Context: an optimization exercise on an open-source flow, tuned for small area. The choices shown serve that exercise and are no tape-out recipe.
Function not checked in this run: the RTL went through the layout flow alone.
Power and IR drop assume default switching activity.

`flow/design.v`:
```
module pulse_gen_tim
#(parameter WIDTH=25)
(
	input clk, enable, reset,
	input tim,  
	input [WIDTH-1:0] delay_in,
	input [WIDTH-1:0] duration_in,
	input [WIDTH-1:0] T_in,
	output reg out_signal
);
	reg [7:0] c0, c1, c2;
	reg [1:0] c3;
	reg cout1, cout2, cout3;
	reg state;
	localparam S0 = 1'b0, S1 = 1'b1;
	reg [WIDTH-1:0] pulse_time;
	reg [WIDTH-1:0] delay;
	reg [20:0] count_tim;
	reg [1:0] pre;
	reg [1:0] eq;
	wire [25:0] cnt = {c3, c2, c1, c0};
	integer i;
	reg [7:0] c0_inc, c1_inc, c2_inc;
	reg [1:0] c3_inc;
	reg [20:0] t_inc;
	reg [25:0] dmt;      
	reg [WIDTH-1:0] du_nx;
	reg hit_u;
	reg k;
	always @(*) begin
		k = 1'b1;
		for (i = 0; i < 8; i = i + 1) begin c0_inc[i] = c0[i] ^ k; k = k & c0[i]; end
		k = 1'b1;
		for (i = 0; i < 8; i = i + 1) begin c1_inc[i] = c1[i] ^ k; k = k & c1[i]; end
		k = 1'b1;
		for (i = 0; i < 8; i = i + 1) begin c2_inc[i] = c2[i] ^ k; k = k & c2[i]; end
		c3_inc = {c3[1] ^ c3[0], ~c3[0]};
		k = 1'b1;
		for (i = 0; i < 21; i = i + 1) begin t_inc[i] = count_tim[i] ^ k; k = k & count_tim[i]; end
		k = 1'b0;
		for (i = 0; i < 25; i = i + 1) begin
			if (i < 21) begin
				dmt[i] = duration_in[i] ^ count_tim[i] ^ k;
				k = (~duration_in[i] & (count_tim[i] | k)) | (count_tim[i] & k);
			end else begin
				dmt[i] = duration_in[i] ^ k;
				k = ~duration_in[i] & k;
			end
		end
		dmt[25] = k;
		du_nx = dmt[25] ? duration_in : dmt[24:0];
		k = 1'b1;
		for (i = 0; i < 25; i = i + 1)
			k = (cnt[i] & ~du_nx[i]) | (~(cnt[i] ^ du_nx[i]) & k);
		hit_u = cnt[25] | k;
	end
	wire [WIDTH-1:0] pt_nx = (state == S0) ? T_in : pulse_time;
	wire [WIDTH-1:0] dl_nx = (state == S0) ? delay_in : delay;
	wire hit_t = cnt == {1'b0, pt_nx};
	wire hit_d = cnt == {1'b0, dl_nx};
	wire [1:0] code = {hit_u | hit_t, hit_u | (~hit_t & hit_d)};
	wire clr = reset | (state == S0);
	wire fin = eq[1] & eq[0];
always @(posedge clk) begin
	if (state == S0) begin
		pulse_time <= T_in;
		delay <= delay_in;
	end
end
always @(posedge clk) begin
	if (reset) begin
		out_signal <= 1'b0;
		state <= S0;
		count_tim <= 21'd0;
		cout1 <= 1'b0;
		cout2 <= 1'b0;
		cout3 <= 1'b0;
		pre <= 2'b11;
		eq <= 2'b00;
	end else begin
		case (state)
		S0: begin
			if (tim) count_tim <= t_inc;
			else if (enable) state <= S1;
		end
		S1: begin
			if (eq[1]) out_signal <= 1'b0;
			else if (eq[0]) out_signal <= 1'b1;
			if (fin) begin
				state <= S0;
				count_tim <= 21'd0;
			end
		end
		endcase
		cout1 <= (c0 == 8'hfe);
		cout2 <= &c1;
		cout3 <= &c2;
		pre <= code;
		eq <= pre;
	end
end
always @(posedge clk) begin
	c0 <= clr ? 8'd0 : c0_inc;
	if (cout1 & ~reset) c1 <= c1_inc;
	else if (clr) c1 <= 8'd0;
	if (cout2 & cout1 & ~reset) c2 <= c2_inc;
	else if (clr) c2 <= 8'd0;
	if (cout3 & cout2 & cout1 & ~reset) c3 <= c3_inc;
	else if (clr) c3 <= 2'd0;
end
endmodule
```
`flow/flow/run.sh`:
```
#!/bin/bash
set -euo pipefail
export BUFFER_PORTS_ARGS="-buffer_cell sky130_fd_sc_hd__buf_1"
export CTS_ARGS="-sink_clustering_enable -repair_clock_nets -dont_use_dummy_load"
bash standard.sh > standard.log 2>&1
```
`flow/standard.sh`:
```
#!/bin/bash
# synth_recipe.tcl (not shown) runs the flow's synth.tcl, then flattens the netlist and writes it again
# the make line also repeats each setting of config.mk as NAME=value (left out here)
make -C /OpenROAD-flow-scripts/flow DESIGN_CONFIG=/design/flow/config.mk WORK_HOME=/design/flow/orfs CLKGATE_MAP_FILE= SYNTH_SCRIPT=/design/flow/synth_recipe.tcl "${@:-finish}"
```
`flow/config.mk`:
```
export PLATFORM = sky130hd
export DESIGN_NAME = pulse_gen_tim
export DESIGN_NICKNAME = pulse_gen_tim
export VERILOG_FILES = /design/flow/design.v
export SDC_FILE = /design/flow/constraint.sdc
export NUM_CORES = 4
export LEC_CHECK = 0
export CAP_MARGIN = 20
export CORE_MARGIN = 2
export CORE_UTILIZATION = 40
export PLACE_DENSITY = 0.6
export SLEW_MARGIN = 20
```
`flow/constraint.sdc`:
```
create_clock -name core_clock -period 5.0 [get_ports {clk}]
set_input_delay 1.0000 -clock core_clock [delete_from_list [all_inputs] [get_ports {clk}]]
set_output_delay 1.0000 -clock core_clock [all_outputs]
set_load 0.01 [all_outputs]
```
==> reports/summary.txt <==
Post-Route WL = 13,600 microns
Final HPWL DP = 10,900 microns
Fin crit period = 9.96 ns
Relative slew slack = 33.6%
Vias after detailed routing = 4,292
Max Slew Vio Count = 0
GRT overflow = 0
CP endpoint kind = flop
Core area = 14,600 sq um
Largest fanout on the critical path = 7
#FFs+latches synth = 106
Leak = 3.07 nW
Number of synthesized flops with an enable pin = 18
Setup WS post-layout = -4.96 ns
Total chip power = 0.00181 W
Max Buffers Root-to-Sink = 2
Mapped Cells = 538
Nets@finish = 822
Finish-stage setup viols = 2
Post-Syn Nets = 703
Share of layout cells above drive strength 1 = 21.8%
Max stage delay on crit path = 0.36 ns
CTS H-tree lvls = 3
CTS Buf Count = 9
Pwr per Cell Area = 252 nW/um^2
IO Port Bufs = 79
Die ar. = 15,900 sq um
Final ANT Viol Nets = 0
RSZ-0062 raised after global routing = true
Final worst-path cycle share = 199%
Std-Cell Rows = 44
IO Count = 80
Async SR Flop Fraction = 0%
Total global-route track usage = 17.7%
Syn avg cell area = 11.1 sq um
1st-pass router iterations = 4
Vias/cell = 5.12
Main synth FF type = dfxtp_1
Commonest cells after routing, fill and taps aside = 87 x dfxtp_1, 78 x buf_1, 62 x ha_1
Clk root buf = clkbuf_16
Diodes inserted = 0
Number of global-route vias before repair = 4,378
Type of origin of the critical path = input port
Largest net degree at the start of global routing = 40
Worst-Margin Slew = 0.995 ns
Min-delay worst type = reg2reg
Unique masters post-synth = 43
Placer Congestion = 0.860
CTS clk-pin slew, worst paths = 0.05 ns
Outcome = finished with violations
Critical path arrival = 10.18 ns
Layout area overhead = 19.8%
Finished Cell Area = 7170 sq um
Peak VDD IR = 162 uV
Placed cell areas = 6880 sq um
Fin. Hold Viols = 0
DRC errors left = 0
FMAX = 100 MHz
Initial antenna violation count = 0
Critical path class = in2reg
Req. time, crit path = 5.22 ns
Die Width = 126 microns
WL/cell = 16.2 microns
Post-layout util = 49.1%
CTS tree = yes
Total clock sinks = 106
Most numerous cell on the critical path = fa_2
Initial Utilization = 41.0%
Die height = 126 microns
Mapped Area = 5980 sq um
Sequential-to-total area share from yosys stat = 38.5%
First-pass GRT wire length = 22,100 microns
Layout Check Fails = negative setup slack
DRT iter0 DRCs = 163
Worst-skew pair later-pin latency = 0.35 ns
MaxCap Viol Count = 0
Synth warnings = 1
Hold-fix buffers, CTS = 0
CP max stage cell = fa_2
Clock skew = 0.0144 ns
Commonest non-fill, non-tap cell in the layout = dfxtp_1
## power by group
part           internal, W  switching, W
clock             0.000318      0.000287
sequential        0.000917     0.0000343
combinational     0.000130      0.000123
## stage by stage
stage / TNS, ns / setup slack [ns] / instances / hold WS [ns]
after floorplan: -9.94 / -4.97 / 538 / 0.414
after global placement: -10.70 / -5.35 / 828 / 0.422
after detailed placement: -10.98 / -5.49 / 828 / 0.436
after CTS: -9.92 / -4.96 / 838 / 0.449
after global routing: -10.58 / -5.29 / 839 / 0.458
final: -9.91 / -4.96 / 839 / 0.440
## cell families after synthesis
logic type / after synthesis / share of synthesized area, %
simple gates: 125 / 10.6
flops: 106 / 38.5
fa+ha+maj: 86 / 20.5
mux: 69 / 13.3
compound gates: 53 / 6.38
buf+inv: 52 / 3.87
xor+xnor: 47 / 6.88
## sequential cells by signal, summed over array words and instances (netlist names)
name and cells:
cout3 1, eq 2, count_tim 21, out_signal 1, cout1 1, c3 2
cout2 1, pre 2, c2 8, c0 8, state 1, pulse_time 25
c1 8, delay 25
## critical path: cells and delay by family
family	cells	cell delay, ns
adder cells (fa/ha/maj)	25	7.38
buffers and inverters	5	0.40
AND/OR/NAND/NOR	1	0.16
AO/OA/AOI/OAI	6	0.98
multiplexers	1	0.22
## timing repair
item                       4_1_cts  5_1_grt
setup endpoints to repair        2        2
gates resized for setup         10        2
setup buffers                    1        1
## routing by layer
metal | wire length [microns] | global-route usage, % | vias up
met5 | 0 | 0 | -
met4 | 261 | 6.01 | 0
met3 | 658 | 3.58 | 17
met2 | 6320 | 29.4 | 94
met1 | 6390 | 23.1 | 2063
li1 | - | - | 2118
## path summary, 6_finish.rpt
| check | from | end | slack, ns | cells past startpoint |
|---|---|---|---|---|
| worst min register to register | pre[1]$_SDFF_PP1_ | eq[1]$_SDFF_PP0_ | 0.44 | 1 |
| worst max-delay path | duration_in[0] | pre[0]$_SDFF_PP1_ | -4.96 | 38 |
| worst min-delay path | pre[1]$_SDFF_PP1_ | eq[1]$_SDFF_PP0_ | 0.44 | 1 |
| worst max register to register | count_tim[0]$_SDFFE_PP0P_ | pre[0]$_SDFF_PP1_ | -4.56 | 36 |
## cell usage after synthesis (5+ instances only)
| master | n | area [sq um] |
|---|---|---|
| dfxtp_1 | 88 | 1760 |
| ha_1 | 66 | 826 |
| nor2_1 | 44 | 165 |
| mux2_2 | 39 | 439 |
| inv_1 | 35 | 131 |
| xor2_1 | 30 | 263 |
| nand2_1 | 21 | 78.8 |
| fa_1 | 20 | 400 |
| a22oi_1 | 19 | 143 |
| mux2i_1 | 19 | 190 |
| edfxtp_1 | 18 | 541 |
| xnor2_1 | 17 | 149 |
| and2_1 | 13 | 81.3 |
| mux2_4 | 11 | 165 |
| clkbuf_1 | 9 | 33.8 |
| nor4_1 | 8 | 50.1 |
| o21ai_0 | 8 | 40.0 |
| nand3_1 | 7 | 35.0 |
| and3_1 | 6 | 37.5 |
| nor2b_1 | 6 | 37.5 |
| a21o_1 | 5 | 37.5 |
| nand4_1 | 5 | 31.3 |
| nand4b_1 | 5 | 43.8 |
## area by class of cell
type | instances | area [sq um]
tap | 184 | 230
multi-input combinational | 380 | 3610
fill | 1361 | 7420
timing repair buffer | 125 | 657
clock buffer | 9 | 225
sequential | 106 | 2300
inverter | 35 | 144

re-timing with driven ports:
Ports are ideal in the flow. The routed layout listed here was re-timed in OpenROAD. Step 1 sets driving cells, clkbuf_16 on the clock port and buf_2 on the other inputs (assumed; they add their load-dependent delay and slew). Step 2, shift: input delay + t, output delay - t, t = (earliest + latest rising clock arrival at the registers) / 2. This alone moves slack from input paths to output paths. a / b / c = no drivers / after step 1 / after step 2; a / b = the first two.
shift t [ns]: 0.386
setup WS [ns]: -4.959 / -4.957 / -5.343
hold WS [ns]: 0.440 / 0.440 / 0.440
latest minus earliest clock arrival (ns): 0.015 / 0.015
For this run, drivers alone change the setup slack by +0.002 ns; drivers and shift together by -0.384 ns.
